This is an optimization exercise on Yosys and OpenROAD, whose aim is small area, not a production implementation.
For this run, only the layout was checked, not whether the RTL still works.
Power and IR drop assume default switching activity.

==> config.mk <==
export PLATFORM = sky130hd
export DESIGN_NAME = axi2uart
export DESIGN_NICKNAME = axi2uart
export VERILOG_FILES = /design/flow/design.v
export SDC_FILE = /design/flow/constraint.sdc
export NUM_CORES = 8
export LEC_CHECK = 0
export ABC_AREA = 1
export CAP_MARGIN = 20
export CORE_MARGIN = 2
export CORE_UTILIZATION = 50
export PLACE_DENSITY = 0.6
export SLEW_MARGIN = 20
==> constraint.sdc <==
create_clock -name core_clock -period 40.0 [get_ports {aclk}]
set_input_delay 8.0000 -clock core_clock [delete_from_list [all_inputs] [get_ports {aclk}]]
set_output_delay 8.0000 -clock core_clock [all_outputs]
set_load 0.01 [all_outputs]
==> design.v <==
module amba_if (
        input  logic           aclk,
        input  logic           aresetn,
        input  logic [31:0]    s_axi_awaddr,
        input  logic           s_axi_awvalid,
        output logic           s_axi_awready,
        input  logic [31:0]    s_axi_wdata,
        input  logic [3:0]     s_axi_wstrb,
        input  logic           s_axi_wvalid,
        output logic           s_axi_wready,
        output logic [1:0]     s_axi_bresp,
        output logic           s_axi_bvalid,
        input  logic           s_axi_bready,
        input  logic [31:0]    s_axi_araddr,
        input  logic [2:0]     s_axi_arprot,
        input  logic           s_axi_arvalid,
        output logic           s_axi_arready,
        output logic [31:0]    s_axi_rdata,
        output logic [1:0]     s_axi_rresp,
        output logic           s_axi_rvalid,
        output logic           s_axi_rlast,
        input  logic           s_axi_rready,
        input  logic           full,
        input  logic           empty,
        output logic           wr_amba,
        input  logic [31:0]    data_in,
        output logic [31:0]    addr_rc,
        output logic [31:0]    addr_wc,
        output logic [31:0]    data_out,
        output logic [3:0]     strb
);
localparam logic [1:0] AXI_RESP_OKAY   = 2'b00;
localparam logic [1:0] AXI_RESP_SLVERR = 2'b10;
typedef enum logic[1:0] {
        wc_idle,
        wc_wait_addr,
        wc_wait_data,
        wc_exec
} WC_STATE_E;
typedef enum logic[1:0] {
        rc_idle,
        rc_wait_addr,
        rc_exec
} RC_STATE_E;
WC_STATE_E STATE_wc;
RC_STATE_E STATE_rc;
localparam int unsigned SIZE_WORD = $bits(s_axi_wdata);
localparam int unsigned SIZE_STRB = $bits(s_axi_wstrb);
localparam int unsigned SIZE_ADDR = $bits(s_axi_awaddr);
logic [SIZE_ADDR-1:0]read_AWADDR;
logic [SIZE_WORD-1:0]read_WDATA;
logic [SIZE_STRB-1:0]read_WSTRB;
logic wrote, leu, aux_wc, aux_rc;
logic [2:0]read_ARPROT;
logic [SIZE_ADDR-1:0]read_ARADDR;
logic [SIZE_WORD-1:0]read_RDATA;
always_ff @(posedge aclk) begin
        if(~aresetn) begin
                STATE_wc        <= wc_idle;
                read_AWADDR <= 0;
                read_WSTRB  <= 0;
                read_WDATA  <= 0;
                wrote           <= 0;
        end
        else begin
                unique case (STATE_wc)
                        wc_idle:
                        begin
                                STATE_wc        <= wc_wait_addr;
                                wrote           <= 0;
                                aux_wc          <= 0;
                        end
                        wc_wait_addr:
                        begin
                                case({s_axi_awvalid,s_axi_wvalid})
                                        2'b10:
                                        begin
                                                STATE_wc        <= wc_wait_data;
                                                read_AWADDR <= s_axi_awaddr;
                                                aux_wc <= 0;
                                        end
                                        2'b11:
                                        begin
                                                STATE_wc        <= wc_exec;
                                                read_AWADDR <= s_axi_awaddr;
                                                read_WDATA      <= s_axi_wdata;
                                                read_WSTRB      <= s_axi_wstrb;
                                                aux_wc <= !full;
                                        end
                                        default: aux_wc <= 0;
                                endcase
                                wrote <= 0;
                        end
                        wc_wait_data:
                        begin
                                if(s_axi_wvalid)
                                begin
                                        STATE_wc    <= wc_exec;
                                        read_WDATA      <= s_axi_wdata;
                                        read_WSTRB      <= s_axi_wstrb;
                                        aux_wc <= !full;
                                end
                                else
                                        aux_wc <= 0;
                                wrote <= 0;
                        end
                        wc_exec:
                        begin
                                if(s_axi_bready)
                                        STATE_wc   <= wc_wait_addr;
                                wrote <= 1;
                                aux_wc <= !full;
                        end
                endcase
        end
end  
always_comb  begin
        case (STATE_wc)
                wc_idle:
                begin
                        s_axi_awready = 0;
                        s_axi_wready  = 0;
                        s_axi_bvalid  = 0;
                        s_axi_bresp   = AXI_RESP_OKAY;
                        wr_amba           = 0;
                        data_out          = 0;
                        addr_wc           = 0;
                        strb              = 0;
                end
                wc_wait_addr:
                begin
                        data_out          = 0;
                        addr_wc           = 0;
                        strb              = 0;
                        s_axi_awready = 1;
                        s_axi_wready  = 1;
                        s_axi_bvalid  = 0;
                        s_axi_bresp   = AXI_RESP_OKAY;
                        wr_amba           = 0;
                end
                wc_wait_data:
                begin
                        data_out          = 0;
                        addr_wc           = 0;
                        strb              = 0;
                        s_axi_awready = 0;
                        s_axi_wready  = 1;
                        s_axi_bvalid  = 0;
                        s_axi_bresp   = AXI_RESP_OKAY;
                        wr_amba           = 0;
                end
                wc_exec:
                begin
                        data_out          = read_WDATA;
                        addr_wc           = read_AWADDR;
                        strb              = read_WSTRB;
                        s_axi_awready = 0;
                        s_axi_wready  = 0;
                        if(aux_wc && read_AWADDR[31:3] == 0 && read_AWADDR[2] == 1'b0)
                        begin
                                s_axi_bresp  = AXI_RESP_OKAY;
                                wr_amba = (wrote) ? 0 : 1;
                        end
                        else
                        begin
                                s_axi_bresp = AXI_RESP_SLVERR;
                                wr_amba = 0;
                        end
                        s_axi_bvalid  = 1;
                end
        endcase
end
always_ff @(posedge aclk)
begin
        if(~aresetn)
        begin
                STATE_rc        <= rc_idle;
                read_ARPROT <= 0;
                read_ARADDR <= 0;
                read_RDATA  <= 0;
        end
        else
        begin
                unique case(STATE_rc)
                        rc_idle:
                        begin
                                STATE_rc    <= rc_wait_addr;
                                aux_rc          <= 0;
                        end
                        rc_wait_addr:begin
                                if(s_axi_arvalid)begin
                                        read_ARADDR <= s_axi_araddr;
                                        read_ARPROT <= s_axi_arprot;
                                        STATE_rc        <= rc_exec;
                                        aux_rc <= !empty;
                                end
                        end
                        rc_exec:
                        begin
                                if(s_axi_rready)
                                        STATE_rc <= rc_wait_addr;
                                aux_rc <= !empty;
                        end
                endcase  
        end  
end  
always_comb begin
        unique case (STATE_rc)
                rc_idle:
                begin
                        s_axi_arready = 0;
                        s_axi_rvalid  = 0;
                        s_axi_rresp   = AXI_RESP_OKAY;
                        s_axi_rdata   = 0;
                        s_axi_rlast   = 0;
                        addr_rc           = 0;
                end
                rc_wait_addr:
                begin
                        addr_rc           = 0;
                        s_axi_arready = 1;
                        s_axi_rvalid  = 0;
                        s_axi_rresp   = AXI_RESP_OKAY;
                        s_axi_rdata   = 0;
                        s_axi_rlast   = 0;
                end
                rc_exec:
                begin
                        s_axi_arready = 0;
                        s_axi_rvalid  = 1;
                        s_axi_rlast   = 1;
                        addr_rc           = read_ARADDR;
                        if(aux_rc && read_ARADDR[31:3] == 0 && (read_ARADDR[2] == 1'b1))
                        begin
                                s_axi_rresp = AXI_RESP_OKAY;
                                s_axi_rdata = data_in;
                        end
                        else
                        begin
                                s_axi_rresp = AXI_RESP_SLVERR;
                                s_axi_rdata = 0;
                        end
                end
                default:
                begin
                        s_axi_arready = 0;
                        s_axi_rvalid  = 0;
                        s_axi_rresp   = AXI_RESP_OKAY;
                        s_axi_rdata   = 0;
                        s_axi_rlast   = 0;
                        addr_rc           = 0;
                end
        endcase
end
endmodule
module axi4LiteReg (
    input  logic        clk,
    input  logic        rst,        
    input  logic        wr_amba,
    input  logic [31:0] addr_rc,
    input  logic [31:0] addr_wc,
    output logic [31:0] data_out,
    input  logic [3:0]  strb,
    input  logic [31:0] data_in,
    input  logic [31:0] rx_data,
    output logic [31:0] tx_data,
    output logic        rxReady,
    input  logic        rxValid,
    output logic        txValid,
    input  logic        txReady
);
    localparam int unsigned TX_REG_INDEX = 0;   
    localparam int unsigned RX_REG_INDEX = 1;   
    logic [31:0] regs [2];   
    assign data_out = regs[addr_rc[2]];   
    assign rxReady = 1'b1;                
    assign tx_data = regs[TX_REG_INDEX];  
    always_ff @(posedge clk or negedge rst) begin
        if (!rst) begin
            regs[TX_REG_INDEX] <= '0;
            regs[RX_REG_INDEX] <= '0;
            txValid            <= 1'b0;
        end else begin
            if (wr_amba) begin
                regs[addr_wc[2]] <= (strb == 4'b0000)
                    ? regs[addr_wc[2]]
                    : { (strb[3]) ? data_in[31:24] : regs[addr_wc[2]][31:24],
                        (strb[2]) ? data_in[23:16] : regs[addr_wc[2]][23:16],
                        (strb[1]) ? data_in[15: 8] : regs[addr_wc[2]][15: 8],
                        (strb[0]) ? data_in[ 7: 0] : regs[addr_wc[2]][ 7: 0] };
                txValid <= 1'b1;   
            end
            if (txReady && txValid) begin
                txValid <= 1'b0;   
            end
            if (rxValid) begin
                regs[RX_REG_INDEX] <= rx_data;   
            end
        end
    end
endmodule
`timescale 1ns/100ps
module bufferRx #(
    parameter int WORD_WIDTH = 32,
    parameter int BYTE_WIDTH = 8
)(
    input  logic                 clk,
    input  logic                 rst,
    output logic                 rxValid,
    input  logic                 empty,
    input  logic                 rxReady,
    output logic                 outReady,
    input  logic                 outValid,
    output logic [WORD_WIDTH-1:0] data_out,
    input  logic [BYTE_WIDTH-1:0] data_in
);
    localparam int unsigned BYTES_PER_WORD = WORD_WIDTH / BYTE_WIDTH;
    typedef enum logic [1:0] {
        ST_RESET,      
        ST_COLLECT,    
        ST_SEND        
    } state_t;
    state_t state_q;
    state_t state_d;
    logic [$clog2(BYTES_PER_WORD+1)-1:0] byte_count_q;
    logic [$clog2(BYTES_PER_WORD+1)-1:0] byte_count_d;
    logic [WORD_WIDTH-1:0]               assemble_q;
    logic [WORD_WIDTH-1:0]               assemble_d;
    logic [WORD_WIDTH-1:0]               data_out_q;
    logic [WORD_WIDTH-1:0]               data_out_d;
    logic                                rx_valid_q;
    logic                                rx_valid_d;
    logic                                out_ready_q;
    logic                                out_ready_d;
    always_comb begin
        state_d      = state_q;
        byte_count_d = byte_count_q;
        assemble_d   = assemble_q;
        data_out_d   = data_out_q;
        rx_valid_d   = 1'b0;           
        out_ready_d  = out_ready_q;
        unique case (state_q)
            ST_RESET: begin
                out_ready_d  = 1'b1;   
                byte_count_d = '0;
                assemble_d   = '0;
                state_d      = ST_COLLECT;
            end
            ST_COLLECT: begin
                out_ready_d = 1'b1;
                if (!empty && outValid) begin
                    assemble_d[BYTE_WIDTH*byte_count_q +: BYTE_WIDTH] = data_in;
                    if (byte_count_q == BYTES_PER_WORD-1) begin
                        byte_count_d = '0;
                        out_ready_d  = 1'b0;   
                        state_d      = ST_SEND;
                    end else begin
                        byte_count_d = byte_count_q + 1'b1;
                    end
                end
            end
            ST_SEND: begin
                out_ready_d = 1'b0;
                if (rxReady) begin
                    data_out_d  = assemble_q;
                    rx_valid_d  = 1'b1;   
                    assemble_d  = '0;
                    state_d     = ST_COLLECT;
                end
            end
            default: begin
                state_d = ST_RESET;
            end
        endcase
    end
    always_ff @(posedge clk or negedge rst) begin
        if (!rst) begin
            state_q     <= ST_RESET;
            byte_count_q <= '0;
            assemble_q  <= '0;
            data_out_q  <= '0;
            rx_valid_q  <= 1'b0;
            out_ready_q <= 1'b0;
        end else begin
            state_q     <= state_d;
            byte_count_q <= byte_count_d;
            assemble_q  <= assemble_d;
            data_out_q  <= data_out_d;
            rx_valid_q  <= rx_valid_d;
            out_ready_q <= out_ready_d;
        end
    end
    assign rxValid  = rx_valid_q;
    assign outReady = out_ready_q;
    assign data_out = data_out_q;
endmodule
`timescale 1ns/100ps
module bufferTx #(
    parameter int WORD_WIDTH = 32,
    parameter int BYTE_WIDTH = 8
)(
    input  logic                  clk,
    input  logic                  rst,
    input  logic                  txValid,
    input  logic                  full,
    input  logic                  outReady,
    output logic                  txReady,
    output logic                  outValid,
    input  logic [WORD_WIDTH-1:0] data_in,
    output logic [BYTE_WIDTH-1:0] data_out
);
    localparam int unsigned BYTES_PER_WORD = WORD_WIDTH / BYTE_WIDTH;
    typedef enum logic [1:0] {
        ST_IDLE,      
        ST_SEND,      
        ST_CLEANUP    
    } state_t;
    state_t state_q;
    state_t state_d;
    logic [WORD_WIDTH-1:0]               word_q;
    logic [WORD_WIDTH-1:0]               word_d;
    logic [$clog2(BYTES_PER_WORD)-1:0]   byte_index_q;
    logic [$clog2(BYTES_PER_WORD)-1:0]   byte_index_d;
    logic                                tx_ready_q;
    logic                                tx_ready_d;
    logic                                out_valid_q;
    logic                                out_valid_d;
    logic [BYTE_WIDTH-1:0]               data_out_q;
    logic [BYTE_WIDTH-1:0]               data_out_d;
    always_comb begin
        state_d       = state_q;
        word_d        = word_q;
        byte_index_d  = byte_index_q;
        tx_ready_d    = tx_ready_q;
        out_valid_d   = out_valid_q;
        data_out_d    = data_out_q;
        unique case (state_q)
            ST_IDLE: begin
                tx_ready_d  = 1'b1;
                out_valid_d = 1'b0;
                byte_index_d = '0;
                if (txValid) begin
                    word_d      = data_in;
                    tx_ready_d  = 1'b0;
                    state_d     = ST_SEND;
                end
            end
            ST_SEND: begin
                tx_ready_d = 1'b0;
                if (!full && outReady) begin
                    data_out_d  = word_q[BYTE_WIDTH*byte_index_q +: BYTE_WIDTH];
                    out_valid_d = 1'b1;
                    if (byte_index_q == BYTES_PER_WORD-1) begin
                        state_d = ST_CLEANUP;
                    end else begin
                        byte_index_d = byte_index_q + 1'b1;
                    end
                end
            end
            ST_CLEANUP: begin
                out_valid_d = 1'b0;
                tx_ready_d  = 1'b1;
                state_d     = ST_IDLE;
            end
            default: begin
                state_d = ST_IDLE;
            end
        endcase
    end
    always_ff @(posedge clk or negedge rst) begin
        if (!rst) begin
            state_q      <= ST_IDLE;
            word_q       <= '0;
            byte_index_q <= '0;
            tx_ready_q   <= 1'b1;
            out_valid_q  <= 1'b0;
            data_out_q   <= '0;
        end else begin
            state_q      <= state_d;
            word_q       <= word_d;
            byte_index_q <= byte_index_d;
            tx_ready_q   <= tx_ready_d;
            out_valid_q  <= out_valid_d;
            data_out_q   <= data_out_d;
        end
    end
    assign txReady = tx_ready_q;
    assign outValid = out_valid_q;
    assign data_out = data_out_q;
endmodule
`timescale 1ns/100ps
module syn_fifo #(
    parameter int DATA_WIDTH = 8,
    parameter int ADDR_WIDTH = 8
)(
    input  logic                  clk,
    input  logic                  rst,
    input  logic [DATA_WIDTH-1:0] data_in,
    input  logic                  rd_en,
    output logic                  rd_valid,
    input  logic                  wr_en,
    output logic                  wr_ready,
    output logic [DATA_WIDTH-1:0] data_out,
    output logic                  empty,
    output logic                  full
);
    localparam int unsigned RAM_DEPTH = (1 << ADDR_WIDTH);
    logic [DATA_WIDTH-1:0] mem [RAM_DEPTH-1:0];
    logic [ADDR_WIDTH-1:0] wr_pointer_q;
    logic [ADDR_WIDTH-1:0] wr_pointer_d;
    logic [ADDR_WIDTH-1:0] rd_pointer_q;
    logic [ADDR_WIDTH-1:0] rd_pointer_d;
    logic [ADDR_WIDTH:0]   status_cnt_q;
    logic [ADDR_WIDTH:0]   status_cnt_d;
    logic [DATA_WIDTH-1:0] data_out_q;
    logic [DATA_WIDTH-1:0] data_out_d;
    logic                  rd_valid_q;
    logic                  rd_valid_d;
    assign wr_ready = 1'b1;
    always_comb begin
        wr_pointer_d  = wr_pointer_q;
        rd_pointer_d  = rd_pointer_q;
        status_cnt_d  = status_cnt_q;
        data_out_d    = data_out_q;
        rd_valid_d    = 1'b0;
        if (wr_en && !full) begin
            wr_pointer_d = wr_pointer_q + 1'b1;
        end
        if (rd_en && !empty) begin
            rd_pointer_d = rd_pointer_q + 1'b1;
            data_out_d   = mem[rd_pointer_q];
            rd_valid_d   = 1'b1;
        end
        unique case ({wr_en && !full, rd_en && !empty})
            2'b10: status_cnt_d = status_cnt_q + 1'b1;  
            2'b01: status_cnt_d = status_cnt_q - 1'b1;  
            default: status_cnt_d = status_cnt_q;       
        endcase
    end
    assign full  = (status_cnt_q == (RAM_DEPTH-1));
    assign empty = (status_cnt_q == 0);
    always_ff @(posedge clk or negedge rst) begin
        if (!rst) begin
            wr_pointer_q <= '0;
        end else begin
            wr_pointer_q <= wr_pointer_d;
            if (wr_en && !full) begin
                mem[wr_pointer_q] <= data_in;
            end
        end
    end
    always_ff @(posedge clk or negedge rst) begin
        if (!rst) begin
            rd_pointer_q <= '0;
            rd_valid_q   <= 1'b0;
            data_out_q   <= '0;
        end else begin
            rd_pointer_q <= rd_pointer_d;
            rd_valid_q   <= rd_valid_d;
            data_out_q   <= data_out_d;
        end
    end
    always_ff @(posedge clk or negedge rst) begin
        if (!rst) begin
            status_cnt_q <= '0;
        end else begin
            status_cnt_q <= status_cnt_d;
        end
    end
    assign rd_valid = rd_valid_q;
    assign data_out = data_out_q;
endmodule
`timescale 1ns/100ps
module uart_rx #(
    parameter int CLKS_PER_BIT = 87
)(
    input  logic       i_Clock,
    input  logic       rst,
    input  logic       i_Rx_Serial,
    input  logic       wr_ready,
    input  logic       full,
    output logic       o_CTS,
    output logic       o_RX_Done,
    output logic [7:0] o_Rx_Byte
);
    localparam int CLOCK_CNT_WIDTH = (CLKS_PER_BIT > 1) ? $clog2(CLKS_PER_BIT) : 1;
    typedef enum logic [2:0] {
        ST_IDLE,        
        ST_START_BIT,   
        ST_DATA_BITS,   
        ST_STOP_BIT,    
        ST_CLEANUP      
    } state_t;
    state_t state_q;
    state_t state_d;
    logic                 rx_data_meta_q;
    logic                 rx_data_sync_q;
    logic [CLOCK_CNT_WIDTH:0] clock_cnt_q;
    logic [CLOCK_CNT_WIDTH:0] clock_cnt_d;
    logic [2:0]               bit_index_q;
    logic [2:0]               bit_index_d;
    logic [7:0]               rx_byte_q;
    logic [7:0]               rx_byte_d;
    logic                     rx_done_q;
    logic                     rx_done_d;
    logic                     rx_cts_q;
    logic                     rx_cts_d;
    always_comb begin
        state_d       = state_q;
        clock_cnt_d   = clock_cnt_q;
        bit_index_d   = bit_index_q;
        rx_byte_d     = rx_byte_q;
        rx_done_d     = rx_done_q;
        rx_cts_d      = rx_cts_q;
        unique case (state_q)
            ST_IDLE: begin
                clock_cnt_d = '0;
                bit_index_d = '0;
                rx_done_d   = 1'b0;
                rx_cts_d    = 1'b0;
                if (rx_data_sync_q == 1'b0) begin
                    state_d = ST_START_BIT;
                end
            end
            ST_START_BIT: begin
                if (clock_cnt_q == (CLKS_PER_BIT-1)/2) begin
                    if (rx_data_sync_q == 1'b0) begin
                        clock_cnt_d = '0;
                        state_d     = ST_DATA_BITS;
                    end else begin
                        state_d = ST_IDLE;
                    end
                end else begin
                    clock_cnt_d = clock_cnt_q + 1'b1;
                end
            end
            ST_DATA_BITS: begin
                if (clock_cnt_q < CLKS_PER_BIT-1) begin
                    clock_cnt_d = clock_cnt_q + 1'b1;
                end else begin
                    clock_cnt_d = '0;
                    rx_byte_d[bit_index_q] = rx_data_sync_q;
                    if (bit_index_q == 3'd7) begin
                        bit_index_d = '0;
                        state_d     = ST_STOP_BIT;
                    end else begin
                        bit_index_d = bit_index_q + 1'b1;
                    end
                end
            end
            ST_STOP_BIT: begin
                if (clock_cnt_q < CLKS_PER_BIT-1) begin
                    clock_cnt_d = clock_cnt_q + 1'b1;
                end else begin
                    clock_cnt_d = '0;
                    rx_done_d   = 1'b1;
                    state_d     = ST_CLEANUP;
                end
            end
            ST_CLEANUP: begin
                if (!full && wr_ready) begin
                    rx_cts_d  = 1'b1;
                    state_d   = ST_IDLE;
                end
            end
            default: begin
                state_d = ST_IDLE;
            end
        endcase
    end
    always_ff @(posedge i_Clock or negedge rst) begin
        if (!rst) begin
            rx_data_meta_q <= 1'b1;
            rx_data_sync_q <= 1'b1;
        end else begin
            rx_data_meta_q <= i_Rx_Serial;
            rx_data_sync_q <= rx_data_meta_q;
        end
    end
    always_ff @(posedge i_Clock or negedge rst) begin
        if (!rst) begin
            state_q     <= ST_IDLE;
            clock_cnt_q <= '0;
            bit_index_q <= '0;
            rx_byte_q   <= '0;
            rx_done_q   <= 1'b0;
            rx_cts_q    <= 1'b0;
        end else begin
            state_q     <= state_d;
            clock_cnt_q <= clock_cnt_d;
            bit_index_q <= bit_index_d;
            rx_byte_q   <= rx_byte_d;
            rx_done_q   <= rx_done_d;
            rx_cts_q    <= rx_cts_d;
        end
    end
    assign o_CTS     = rx_cts_q;
    assign o_RX_Done = rx_done_q;
    assign o_Rx_Byte = rx_byte_q;
endmodule
`timescale 1ns/100ps
module uart_tx #(
    parameter int CLKS_PER_BIT = 217
)(
    input  logic       i_Clock,
    input  logic       rst,
    input  logic       i_RTS,
    input  logic       empty,
    input  logic       rd_valid,
    input  logic [7:0] i_TX_Byte,
    output logic       o_TX_Active,
    output logic       o_TX_Serial,
    output logic       o_TX_Done
);
    localparam int CLOCK_CNT_WIDTH = (CLKS_PER_BIT > 1) ? $clog2(CLKS_PER_BIT) : 1;
    typedef enum logic [2:0] {
        ST_IDLE,        
        ST_START_BIT,   
        ST_DATA_BITS,   
        ST_STOP_BIT,    
        ST_CLEANUP      
    } state_t;
    state_t state_q;
    state_t state_d;
    logic [CLOCK_CNT_WIDTH:0] clock_cnt_q;
    logic [CLOCK_CNT_WIDTH:0] clock_cnt_d;
    logic [2:0]               bit_index_q;
    logic [2:0]               bit_index_d;
    logic [7:0]               tx_data_q;
    logic [7:0]               tx_data_d;
    logic                     tx_done_q;
    logic                     tx_done_d;
    logic                     tx_active_q;
    logic                     tx_active_d;
    logic                     tx_serial_q;
    logic                     tx_serial_d;
    always_comb begin
        state_d      = state_q;
        clock_cnt_d  = clock_cnt_q;
        bit_index_d  = bit_index_q;
        tx_data_d    = tx_data_q;
        tx_done_d    = tx_done_q;
        tx_active_d  = tx_active_q;
        tx_serial_d  = tx_serial_q;
        unique case (state_q)
            ST_IDLE: begin
                tx_serial_d = 1'b1;
                tx_done_d   = 1'b0;
                clock_cnt_d = '0;
                bit_index_d = '0;
                tx_active_d = 1'b0;
                if (!empty && i_RTS && rd_valid) begin
                    tx_data_d   = i_TX_Byte;
                    tx_active_d = 1'b1;
                    state_d     = ST_START_BIT;
                end
            end
            ST_START_BIT: begin
                tx_serial_d = 1'b0;
                tx_done_d   = 1'b0;
                if (clock_cnt_q < CLKS_PER_BIT-1) begin
                    clock_cnt_d = clock_cnt_q + 1'b1;
                end else begin
                    clock_cnt_d = '0;
                    state_d     = ST_DATA_BITS;
                end
            end
            ST_DATA_BITS: begin
                tx_serial_d = tx_data_q[bit_index_q];
                if (clock_cnt_q < CLKS_PER_BIT-1) begin
                    clock_cnt_d = clock_cnt_q + 1'b1;
                end else begin
                    clock_cnt_d = '0;
                    if (bit_index_q == 3'd7) begin
                        bit_index_d = '0;
                        state_d     = ST_STOP_BIT;
                    end else begin
                        bit_index_d = bit_index_q + 1'b1;
                    end
                end
            end
            ST_STOP_BIT: begin
                tx_serial_d = 1'b1;
                if (clock_cnt_q < CLKS_PER_BIT-1) begin
                    clock_cnt_d = clock_cnt_q + 1'b1;
                end else begin
                    clock_cnt_d = '0;
                    tx_done_d   = 1'b1;
                    tx_active_d = 1'b0;
                    state_d     = ST_CLEANUP;
                end
            end
            ST_CLEANUP: begin
                tx_serial_d = 1'b1;
                tx_done_d   = 1'b1;
                state_d     = ST_IDLE;
            end
            default: begin
                state_d = ST_IDLE;
            end
        endcase
    end
    always_ff @(posedge i_Clock or negedge rst) begin
        if (!rst) begin
            state_q      <= ST_IDLE;
            clock_cnt_q  <= '0;
            bit_index_q  <= '0;
            tx_data_q    <= '0;
            tx_done_q    <= 1'b0;
            tx_active_q  <= 1'b0;
            tx_serial_q  <= 1'b1;
        end else begin
            state_q      <= state_d;
            clock_cnt_q  <= clock_cnt_d;
            bit_index_q  <= bit_index_d;
            tx_data_q    <= tx_data_d;
            tx_done_q    <= tx_done_d;
            tx_active_q  <= tx_active_d;
            tx_serial_q  <= tx_serial_d;
        end
    end
    assign o_TX_Active = tx_active_q;
    assign o_TX_Serial = tx_serial_q;
    assign o_TX_Done   = tx_done_q;
endmodule
`timescale 1ns/100ps
module axi2uart #(
    parameter int CLKS_PER_BIT = 217
)(
    input  logic           aclk,
    input  logic           aresetn,
    input  logic [31:0]    s_axi_awaddr,
    input  logic           s_axi_awvalid,
    output logic           s_axi_awready,
    input  logic [31:0]    s_axi_wdata,
    input  logic [3:0]     s_axi_wstrb,
    input  logic           s_axi_wvalid,
    output logic           s_axi_wready,
    output logic [1:0]     s_axi_bresp,
    output logic           s_axi_bvalid,
    input  logic           s_axi_bready,
    input  logic [31:0]    s_axi_araddr,
    input  logic [2:0]     s_axi_arprot,
    input  logic           s_axi_arvalid,
    output logic           s_axi_arready,
    output logic [31:0]    s_axi_rdata,
    output logic [1:0]     s_axi_rresp,
    output logic           s_axi_rvalid,
    output logic           s_axi_rlast,
    input  logic           s_axi_rready,
    input  logic           i_RTS,
    input  logic           i_Rx_Serial,
    output logic           o_CTS,
    output logic           o_TX_Serial,
    output logic           o_TX_Done
);
    logic        wr_amba;
    logic [31:0] addr_rc;
    logic [31:0] addr_wc;
    logic [3:0]  strb;
    logic [31:0] if2reg;
    logic [31:0] reg2if;
    logic [31:0] rx_data;
    logic [31:0] tx_data;
    logic        rxReady;
    logic        rxValid;
    logic        txValid;
    logic        txReady;
    logic        fullTx;
    logic        emptyTx;
    logic        fullRx;
    logic        emptyRx;
    logic [7:0]  tx_fifo_din;
    logic [7:0]  tx_fifo_dout;
    logic        tx_fifo_wr_en;
    logic        tx_fifo_wr_ready;
    logic        tx_fifo_rd_valid;
    logic [7:0]  rx_fifo_din;
    logic [7:0]  rx_fifo_dout;
    logic        rx_fifo_wr_ready;
    logic        rx_fifo_rd_valid;
    logic        rx_fifo_rd_en;
    logic        rx_done;
    amba_if u_amba_if (
        .aclk         (aclk),
        .aresetn      (aresetn),
        .s_axi_awaddr (s_axi_awaddr),
        .s_axi_awvalid(s_axi_awvalid),
        .s_axi_awready(s_axi_awready),
        .s_axi_wdata  (s_axi_wdata),
        .s_axi_wstrb  (s_axi_wstrb),
        .s_axi_wvalid (s_axi_wvalid),
        .s_axi_wready (s_axi_wready),
        .s_axi_bresp  (s_axi_bresp),
        .s_axi_bvalid (s_axi_bvalid),
        .s_axi_bready (s_axi_bready),
        .s_axi_araddr (s_axi_araddr),
        .s_axi_arprot (s_axi_arprot),
        .s_axi_arvalid(s_axi_arvalid),
        .s_axi_arready(s_axi_arready),
        .s_axi_rdata  (s_axi_rdata),
        .s_axi_rresp  (s_axi_rresp),
        .s_axi_rvalid (s_axi_rvalid),
        .s_axi_rlast  (s_axi_rlast),
        .s_axi_rready (s_axi_rready),
        .full         (fullTx),    
        .empty        (1'b0),      
        .wr_amba (wr_amba),
        .data_in (reg2if),
        .addr_rc (addr_rc),
        .addr_wc (addr_wc),
        .data_out(if2reg),
        .strb    (strb)
    );
    axi4LiteReg u_regfile (
        .clk      (aclk),
        .rst      (aresetn),
        .wr_amba  (wr_amba),
        .addr_rc  (addr_rc),
        .addr_wc  (addr_wc),
        .data_out (reg2if),
        .strb     (strb),
        .data_in  (if2reg),
        .rx_data  (rx_data),
        .tx_data  (tx_data),
        .rxReady  (rxReady),
        .rxValid  (rxValid),
        .txValid  (txValid),
        .txReady  (txReady)
    );
    bufferTx u_buffer_tx (
        .clk      (aclk),
        .rst      (aresetn),
        .txValid  (txValid),
        .full     (fullTx),
        .outReady (tx_fifo_wr_ready),
        .txReady  (txReady),
        .outValid (tx_fifo_wr_en),
        .data_in  (tx_data),
        .data_out (tx_fifo_din)
    );
    syn_fifo u_tx_fifo (
        .clk      (aclk),
        .rst      (aresetn),
        .data_in  (tx_fifo_din),
        .rd_en    (i_RTS),
        .rd_valid (tx_fifo_rd_valid),
        .wr_en    (tx_fifo_wr_en),
        .wr_ready (tx_fifo_wr_ready),
        .data_out (tx_fifo_dout),
        .empty    (emptyTx),
        .full     (fullTx)
    );
    uart_tx #(
        .CLKS_PER_BIT (CLKS_PER_BIT)
    ) u_uart_tx (
        .i_Clock   (aclk),
        .rst       (aresetn),
        .i_RTS     (i_RTS),
        .empty     (emptyTx),
        .rd_valid  (tx_fifo_rd_valid),
        .i_TX_Byte (tx_fifo_dout),
        .o_TX_Active(),
        .o_TX_Serial(o_TX_Serial),
        .o_TX_Done (o_TX_Done)
    );
    uart_rx #(
        .CLKS_PER_BIT (CLKS_PER_BIT)
    ) u_uart_rx (
        .i_Clock    (aclk),
        .rst        (aresetn),
        .i_Rx_Serial(i_Rx_Serial),
        .wr_ready   (rx_fifo_wr_ready),
        .full       (fullRx),
        .o_CTS      (o_CTS),
        .o_RX_Done  (rx_done),
        .o_Rx_Byte  (rx_fifo_din)
    );
    syn_fifo u_rx_fifo (
        .clk      (aclk),
        .rst      (aresetn),
        .data_in  (rx_fifo_din),
        .rd_en    (rx_fifo_rd_en),
        .rd_valid (rx_fifo_rd_valid),
        .wr_en    (rx_done),
        .wr_ready (rx_fifo_wr_ready),
        .data_out (rx_fifo_dout),
        .empty    (emptyRx),
        .full     (fullRx)
    );
    bufferRx u_buffer_rx (
        .clk      (aclk),
        .rst      (aresetn),
        .rxValid  (rxValid),
        .empty    (emptyRx),
        .rxReady  (rxReady),
        .outReady (rx_fifo_rd_en),
        .outValid (rx_fifo_rd_valid),
        .data_out (rx_data),
        .data_in  (rx_fifo_dout)
    );
endmodule
==> run.sh <==
#!/bin/bash
# synth_recipe.tcl (not shown) runs the flow's synth.tcl, then flattens the netlist and writes it again
# the make line also repeats each setting of config.mk as NAME=value (left out here)
make -C /OpenROAD-flow-scripts/flow DESIGN_CONFIG=/design/flow/config.mk WORK_HOME=/design/flow/orfs CLKGATE_MAP_FILE= SYNTH_SCRIPT=/design/flow/synth_recipe.tcl finish
==> run notes <==
[area by class of cell]
type,instances,area [µm²]
Clock inverter,256,2580
Clock buffer,606,12700
Timing Repair Buffer,411,3570
Tap cell,4816,6030
Fill cell,30800,159000
Multi-Input combinational cell,11300,47600
Sequential cell,4501,133000
Antenna cell,20,50.0
Inverter,319,1200
[per-layer routing]
layer,wire (µm),share of wire (%),GRT usage [%],vias up
li1,-,-,-,57400
met1,241000,35,44.8,63500
met2,312000,45,56.4,8420
met3,69200,10,6.73,2067
met4,68800,10,30.5,26
met5,173,0.025,0,-
[cell families (layout without fill, tap and decap cells)]
group / Yosys count / count (layout)
simple gates: 10600 / 10600
flops: 4501 / 4501
buf+inv: 918 / 1592
compound gates: 561 / 561
fa+ha+maj: 63 / 63
xor+xnor: 39 / 39
mux: 33 / 33
other cells: 1 / 22
[path summary, 6_finish.rpt]
path,endpoint,slack [ps],depth (start not counted)
max,s_axi_rdata[8],27620,7
min,u_uart_rx.rx_data_sync_q,360,0
max reg2reg,u_tx_fifo.data_out_q[4],34550,18
min reg2reg,u_uart_rx.rx_data_sync_q,360,0
max in group asynchronous,u_buffer_tx.data_out_q[4],30450,4
min in group asynchronous,u_uart_rx.rx_cts_q,6810,1
[metrics by stage]
stage	instances	total power [mW]	utilization [%]	area [µm²]	worst slack, ps
5_1_grt	22200	11.3	56.5	206000	27430
3_3_place_gp	21300	6.70	52.3	191000	27850
2_1_floorplan	16700	6.09	-	183000	29770
6_report	22200	11.0	56.5	206000	27620
4_1_cts	22200	11.0	56.5	206000	27380
3_5_place_dp	21300	6.71	52.3	191000	27840
[synth_stat cells, drive strengths merged, types with 3 or more instances]
| master | number | area share [%] |
|---|---|---|
| ha | 61 | 0.42 |
| clkbuf | 450 | 0.92 |
| o221ai | 16 | 0.076 |
| a31oi | 4 | 0.014 |
| edfxtp | 4098 | 67 |
| xor2 | 33 | 0.16 |
| nor2 | 3030 | 6.3 |
| nand3 | 1798 | 4.9 |
| o21ai | 348 | 0.95 |
| nor4 | 25 | 0.085 |
| nor3b | 6 | 0.025 |
| a22oi | 16 | 0.066 |
| inv | 314 | 0.64 |
| nand2 | 5654 | 12 |
| dfxtp | 101 | 1.1 |
| a211oi | 3 | 0.012 |
| o22ai | 30 | 0.10 |
| nand4 | 26 | 0.089 |
| buf | 149 | 0.43 |
| xnor2 | 6 | 0.029 |
| a21oi | 68 | 0.19 |
| dfstp | 4 | 0.057 |
| o32ai | 25 | 0.12 |
| or2 | 4 | 0.014 |
| mux2 | 33 | 0.20 |
| nor3 | 24 | 0.066 |
| dfrtp | 298 | 4.1 |
| o211ai | 38 | 0.16 |
| clkinv | 5 | 0.010 |
[worst max-delay path: cells and delay by family, from the launching register on]
kind                   cells  cell delay, ps
DFF                        1             310
and+or+nand+nor            4            1660
buffers and inverters      3            1350
[registers in the layout, summed over array words and instances (netlist names), 32 cells and up]
name,cells
u_amba_if.read_WDATA,32
u_rx_fifo.mem,2048
u_tx_fifo.mem,2048
u_regfile.regs,64
u_buffer_rx.data_out_q,32
u_buffer_tx.word_q,32
u_buffer_rx.assemble_q,32
[where the power goes]
group | internal [mW] | leakage, nW | total (mW) | switching, mW
combinational | 0.211 | 30.9 | 1.23 | 1.02
sequential | 5.32 | 47.5 | 5.43 | 0.101
clock | 2.50 | 7.49 | 4.38 | 1.88
total | 8.04 | 85.8 | 11.0 | 3.00
==> impl_metrics.tcl <==
set metrics [dict create \
    status "no timing/DRC/antenna violations" \
    finalWeightedCongestion 1.01 \
    hold_buffers 0 \
    synth_edf_count 4098 \
    synth_ff_type "edfxtp_1" \
    ctsLongestPathBuffers 4 \
    antenna_found_initial 32 \
    synthMuxAreaShare_pct 0.203 \
    worst_slew_pin_slew_ps 1330 \
    finalClockSkew_ps 48.4 \
    grt_pass1_vias 122000 \
    grt_start_max_net_pins 155 \
    layout_common_cells "5615 x nand2_1, 4098 x edfxtp_1, 2908 x nor2_1" \
    ys_ff_latch 4501 \
    cts_buffers 465 \
    io_pins 157 \
    yosys.area_share.adder_pct 0.438 \
    yosys.area_share.simple_pct 23.1 \
    path_max_fanout 65 \
    netlist_area_um2 183000 \
    whs_ps 356 \
    synth_cells 16700 \
    finalSetupViolations 0 \
    avgSynthCellArea_um2 11.0 \
    path_cells "buf_4, inv_1, or4_1, nor4_1, nand2_2, nor2_1, clkdlybuf4s50_1" \
    grt-ovfl-total 0 \
    start_util_pct 50.2 \
    synth_top_family_by_area "simple AND/OR/NAND/NOR gates" \
    layout-drive-gt1-share_pct 6.88 \
    cts_tree "done" \
    htreeDepth 5 \
    finalSetupTns_ps 0 \
    ys_warn_count 9 \
    drt_first_pass_iters 6 \
    dieArea_um2 372000 \
    final_common_cell "nand2_1" \
    num_rows 222 \
    synth.distinct_cells 52 \
    antenna_left 0 \
    hold_violations 0 \
    async_flop_share_pct 6.71 \
    cts_resized 0 \
    cp.required_ps 32000 \
    grt_pass1_wl_mm 943 \
    drv_cap 0 \
    clk_latency_ps 1060 \
    fin_crit_ps 12380 \
    max_stage_delay_ps 650 \
    final_nets 17100 \
    num_vias 131000 \
    area_delta_synth_final_pct 12.6 \
    synth_xor_area_share_pct 0.186 \
    min_from "u_uart_rx.rx_data_meta_q" \
    ys_seq_area_share_pct 72.3 \
    period_share_pct 31.0 \
    clk_pin_slew_ps 60 \
    clock-sinks 4501 \
    routed_wl_mm 691 \
    drt_iter0_markers 18500 \
    crit_path_start_kind "register" \
    slowest_stage "clkdlybuf4s50_1" \
    rsz0062_at_grt "no" \
    synth-compound-area-share_pct 1.74 \
    die_x_um 610 \
    viasPerCell 5.92 \
    port_buffers 147 \
    drc_errors 0 \
    cts_root_buffer "clkbuf_16" \
    critPathCaptureType "output port" \
    min_path_type "register to register" \
    powerDensity_nw_per_um2 53.5 \
    leakagePower_nw 85.8 \
    grt.total_usage_pct 36.5 \
    max_freq_ghz 0.0808 \
    die-height_um 610 \
    post_cts_buffers 0 \
    worstSetupPathType "register to output port" \
    relSlewSlack_pct 11.3 \
    core-area_um2 365000 \
    startpoint "u_amba_if.read_ARADDR[2]" \
    maxSlewViolCount 0 \
    wl_per_cell_um 31.1 \
    dpl.hpwl_mm 466 \
    peakVddDrop_v 0.0000505 \
    arrival_ps 4380 \
    reg2reg_from "u_tx_fifo.rd_pointer_q[1]" \
]

[re-timing with driven ports]
The results above use ideal ports. As a check the final layout listed here was re-extracted and re-timed, cells and wires unchanged. Step 1 (the two cells are an assumption about what drives the block):
set clk [get_ports {aclk}]
set_driving_cell -lib_cell sky130_fd_sc_hd__clkbuf_16 $clk
set_driving_cell -lib_cell sky130_fd_sc_hd__buf_2 [delete_from_list [all_inputs] $clk]
Step 2 times the ports against the registers' clock, not the clock port: input delays grow and output delays shrink by t, the midpoint of the rising clock arrivals with the driver on. Slacks: ideal / step 1 / step 2; pairs: ideal / step 1.
t, ns: 1.148
setup slack, ns: 27.616 / 27.498 / 27.825
worst setup path after step 2: input to register
worst register clock-pin slew, ns: 0.07 / 0.07
After both steps setup and hold are still met in this run. The setup slack of this run moves by -0.118 ns with the drivers and by +0.209 ns with both steps.
